From an optimization exercise on the open Yosys and OpenROAD flow, aimed at small area and a short achievable clock period; shortcuts taken in it are not production practice.
In this exercise RTL edits were held to simulation tests only and were not proved equivalent to the original.
Power is estimated from default activity; no workload was simulated.

==> flow/design.v <==
module pic_core(
    input            clk,
    input            rst,
    input[31:0]      irq,
    output           exi,
    output[4:0]      exi_code,
    input            mgmt_req,
    input[31:0]      mgmt_adr,
    output reg       mgmt_ack,
    input            mgmt_rwn,
    input[1:0]       mgmt_wen,
    input[31:0]      mgmt_txd,
    output reg       mgmt_rxe,
    output[31:0]     mgmt_rxd
);
localparam LAT = 15;     
function le11(input[10:0] a, input[10:0] b);
    reg[15:0] l, ng;
    integer j, w;
    begin
        l  = 0;
        ng = 16'hffff;
        for(j = 0; j < 11; j = j + 1)
        begin
            l[j]  = !a[j] & b[j];
            ng[j] = !a[j] | b[j];
        end
        for(w = 8; w >= 1; w = w / 2)
            for(j = 0; j < w; j = j + 1)
            begin
                l[j]  = l[2*j+1] | (ng[2*j+1] & l[2*j]);
                ng[j] = l[2*j+1] | (ng[2*j+1] & ng[2*j]);
            end
        le11 = ng[0];
    end
endfunction
reg mgmt_fin, busy, issue;
always @(posedge clk or posedge rst)
begin
    if(rst)
    begin
        busy     <= 0;
        issue    <= 0;
        mgmt_fin <= 0;
    end else
    begin
        busy     <= !mgmt_fin && mgmt_req;
        issue    <= !busy     && mgmt_req;
        mgmt_fin <= issue;
    end
end
reg       rwn, wen, hit;
reg[4:0]  cfg_adr, cfg_din;
always @(posedge clk)
begin
    rwn     <= mgmt_rwn;
    wen     <= mgmt_wen[0];
    hit     <= mgmt_adr[15:5] == 11'd1;
    cfg_adr <= mgmt_adr[4:0];
    cfg_din <= mgmt_txd[4:0];
end
wire vld = issue && hit;
always @(posedge clk or posedge rst)
begin
    if(rst)
    begin
        mgmt_ack <= 0;
        mgmt_rxe <= 0;
    end else
    begin
        mgmt_ack <= vld;
        mgmt_rxe <= vld && rwn;
    end
end
reg[159:0] pri;
reg[4:0]   rd_adr;
reg[4:0]   rxd;
always @(posedge clk)
begin
    if(vld) rd_adr <= cfg_adr;
    rxd <= pri[rd_adr*5+:5];
end
genvar i;
generate
for(i = 0; i < 32; i = i + 1)
begin: g_pri
always @(posedge clk)
    if(vld && wen && cfg_adr == i) pri[i*5+:5] <= cfg_din;
end
endgenerate
assign mgmt_rxd = {27'd0, rxd};
reg[31:0]  nvld;         
reg[159:0] cnt;
generate
for(i = 0; i < 32; i = i + 1)
begin: g_line
always @(posedge clk)
    nvld[i] <= !irq[i];
always @(posedge clk or posedge rst)
begin
    if(rst) cnt[i*5+:5] <= 0;
    else    cnt[i*5+:5] <= cnt[i*5+:5] + (nvld[i] && irq[i] ? 5'd1 : 5'd0);
end
end
endgenerate
wire[10:0] key[0:31];
generate
for(i = 0; i < 32; i = i + 1)
begin: g_key
assign key[i] = {nvld[i], pri[i*5+:5], cnt[i*5+:5]};
end
endgenerate
wire[32*11-1:0] lv0;
generate
for(i = 0; i < 32; i = i + 1)
begin: g_lv0
assign lv0[i*11+:11] = key[i];
end
endgenerate
reg[16*12-1:0] lv1;
reg[8*13-1:0]  lv2;
reg[4*14-1:0]  lv3;
reg[2*15-1:0]  lv4;
reg[5:0]       lv5;
generate
for(i = 0; i < 16; i = i + 1)
begin: g_l1
    wire[10:0] a = lv0[(2*i)*11+:11], b = lv0[(2*i+1)*11+:11];
    wire w = le11(a, b);
    always @(posedge clk)
        lv1[i*12+:12] <= w ? {a, 1'b0} : {b, 1'b1};
end
for(i = 0; i < 8; i = i + 1)
begin: g_l2
    wire[11:0] a = lv1[(2*i)*12+:12], b = lv1[(2*i+1)*12+:12];
    wire w = le11(a[11:1], b[11:1]);
    always @(posedge clk)
        lv2[i*13+:13] <= w ? {a[11:1], 1'b0, a[0:0]} : {b[11:1], 1'b1, b[0:0]};
end
for(i = 0; i < 4; i = i + 1)
begin: g_l3
    wire[12:0] a = lv2[(2*i)*13+:13], b = lv2[(2*i+1)*13+:13];
    wire w = le11(a[12:2], b[12:2]);
    always @(posedge clk)
        lv3[i*14+:14] <= w ? {a[12:2], 1'b0, a[1:0]} : {b[12:2], 1'b1, b[1:0]};
end
for(i = 0; i < 2; i = i + 1)
begin: g_l4
    wire[13:0] a = lv3[(2*i)*14+:14], b = lv3[(2*i+1)*14+:14];
    wire w = le11(a[13:3], b[13:3]);
    always @(posedge clk)
        lv4[i*15+:15] <= w ? {a[13:3], 1'b0, a[2:0]} : {b[13:3], 1'b1, b[2:0]};
end
endgenerate
wire[14:0] fa = lv4[14:0], fb = lv4[29:15];
wire fw = le11(fa[14:4], fb[14:4]);
always @(posedge clk)
    lv5 <= fw ? {!fa[14], 1'b0, fa[3:0]} : {!fb[14], 1'b1, fb[3:0]};
reg[5:0] dly[6:LAT];
integer s;
always @(posedge clk)
begin
    dly[6] <= lv5;
    for(s = 7; s <= LAT; s = s + 1)
        dly[s] <= dly[s-1];
end
assign exi      = dly[LAT][5];
assign exi_code = dly[LAT][4:0];
endmodule
Settings: LEC_CHECK=0, CAP_MARGIN=20, CORE_MARGIN=2, CORE_UTILIZATION=60, CTS_BUF_LIST=sky130_fd_sc_hd__clkbuf_8 sky130_fd_sc_hd__clkbuf_16, CTS_CLUSTER_DIAMETER=100, CTS_CLUSTER_SIZE=30, SETUP_SLACK_MARGIN=3.2, SLEW_MARGIN=20; clock period 5.0 ns.
run.sh (not shown) runs the stock make flow with config.mk's settings and CLKGATE_MAP_FILE= SYNTH_SCRIPT=/design/flow/synth_recipe.tcl, a recipe that flattens the netlist after the stock synthesis.
Change:
ABC_AREA = 1   (was not set)
CTS_CLUSTER_SIZE = 24   (was 30)
SETUP_SLACK_MARGIN = 3.5   (was 3.2)
TNS_END_PERCENT = 0   (was not set)
Result: Sequential share of layout area increases by 3.6 points; die area goes up by 5.9%; flip-flop and latch count is unchanged.
Change:
ABC_AREA = not set   (was 1)
SETUP_SLACK_MARGIN = 4.0   (was 3.5)
TNS_END_PERCENT = 1   (was 0)
Outcome: Global-route usage drops by 1.6 points. Total power fell by 3.7%. Cell area fell by 2.1%. Setup slack loses 0.24 ns. Sequential power is about the same. Hold slack is about the same. Sequential share of layout area increases by 1.1 points. Routed wire length went down by 11%.
Change:
ABC_CLOCK_PERIOD_IN_PS = 1800   (was not set)
CTS_BUF_LIST = not set   (was sky130_fd_sc_hd__clkbuf_8 sky130_fd_sc_hd__clkbuf_16)
CTS_CLUSTER_DIAMETER = not set   (was 100)
CTS_CLUSTER_SIZE = not set   (was 24)
SETUP_SLACK_MARGIN = 3.2   (was 4.0)
TNS_END_PERCENT = not set   (was 1)
The new run completed without violations.
Via count is higher by 7.2%.
Critical path depth stays the same.
Fmax is higher by about 5%.
Setup slack gains 0.11 ns.
Design area is higher by 15%.
First-iteration DRC count is higher by about 24%.
Worst hold slack hardly moves.
Power is higher by 29%.
Global-route usage is higher by 2.1 points.

[separate check: timing with driven ports]
No port has a modelled driver above. Below, the same layouts with a new extraction and two added sets of constraints. Step 1 sets driving cells, clkbuf_16 on the clock port and buf_2 on the other inputs (assumed; they add their load-dependent delay and slew). Step 2 moves the port delays by t, midway between the first and last clock arrival at a register: inputs arrive t later, outputs are due t later. That takes back most of the time a late clock gives input paths. a / b / c = no drivers / after step 1 / after step 2; a / b = the first two.
run	t, ns	setup slack, ns	worst slew at a driven data input, ns	cell pins on the clock port's net
the first run	0.657	2.702 / 2.702 / 2.578	0.05	1
the second run	0.657	2.913 / 2.851 / 2.462	0.06	1
the third run	0.646	2.670 / 2.670 / 2.565	0.04	1
the fourth run	0.689	2.784 / 2.784 / 2.592	0.04	1
After both steps setup and hold are still met in every run listed. For the second run, which loses most, drivers alone change the setup slack by -0.062 ns; drivers and shift together by -0.451 ns.
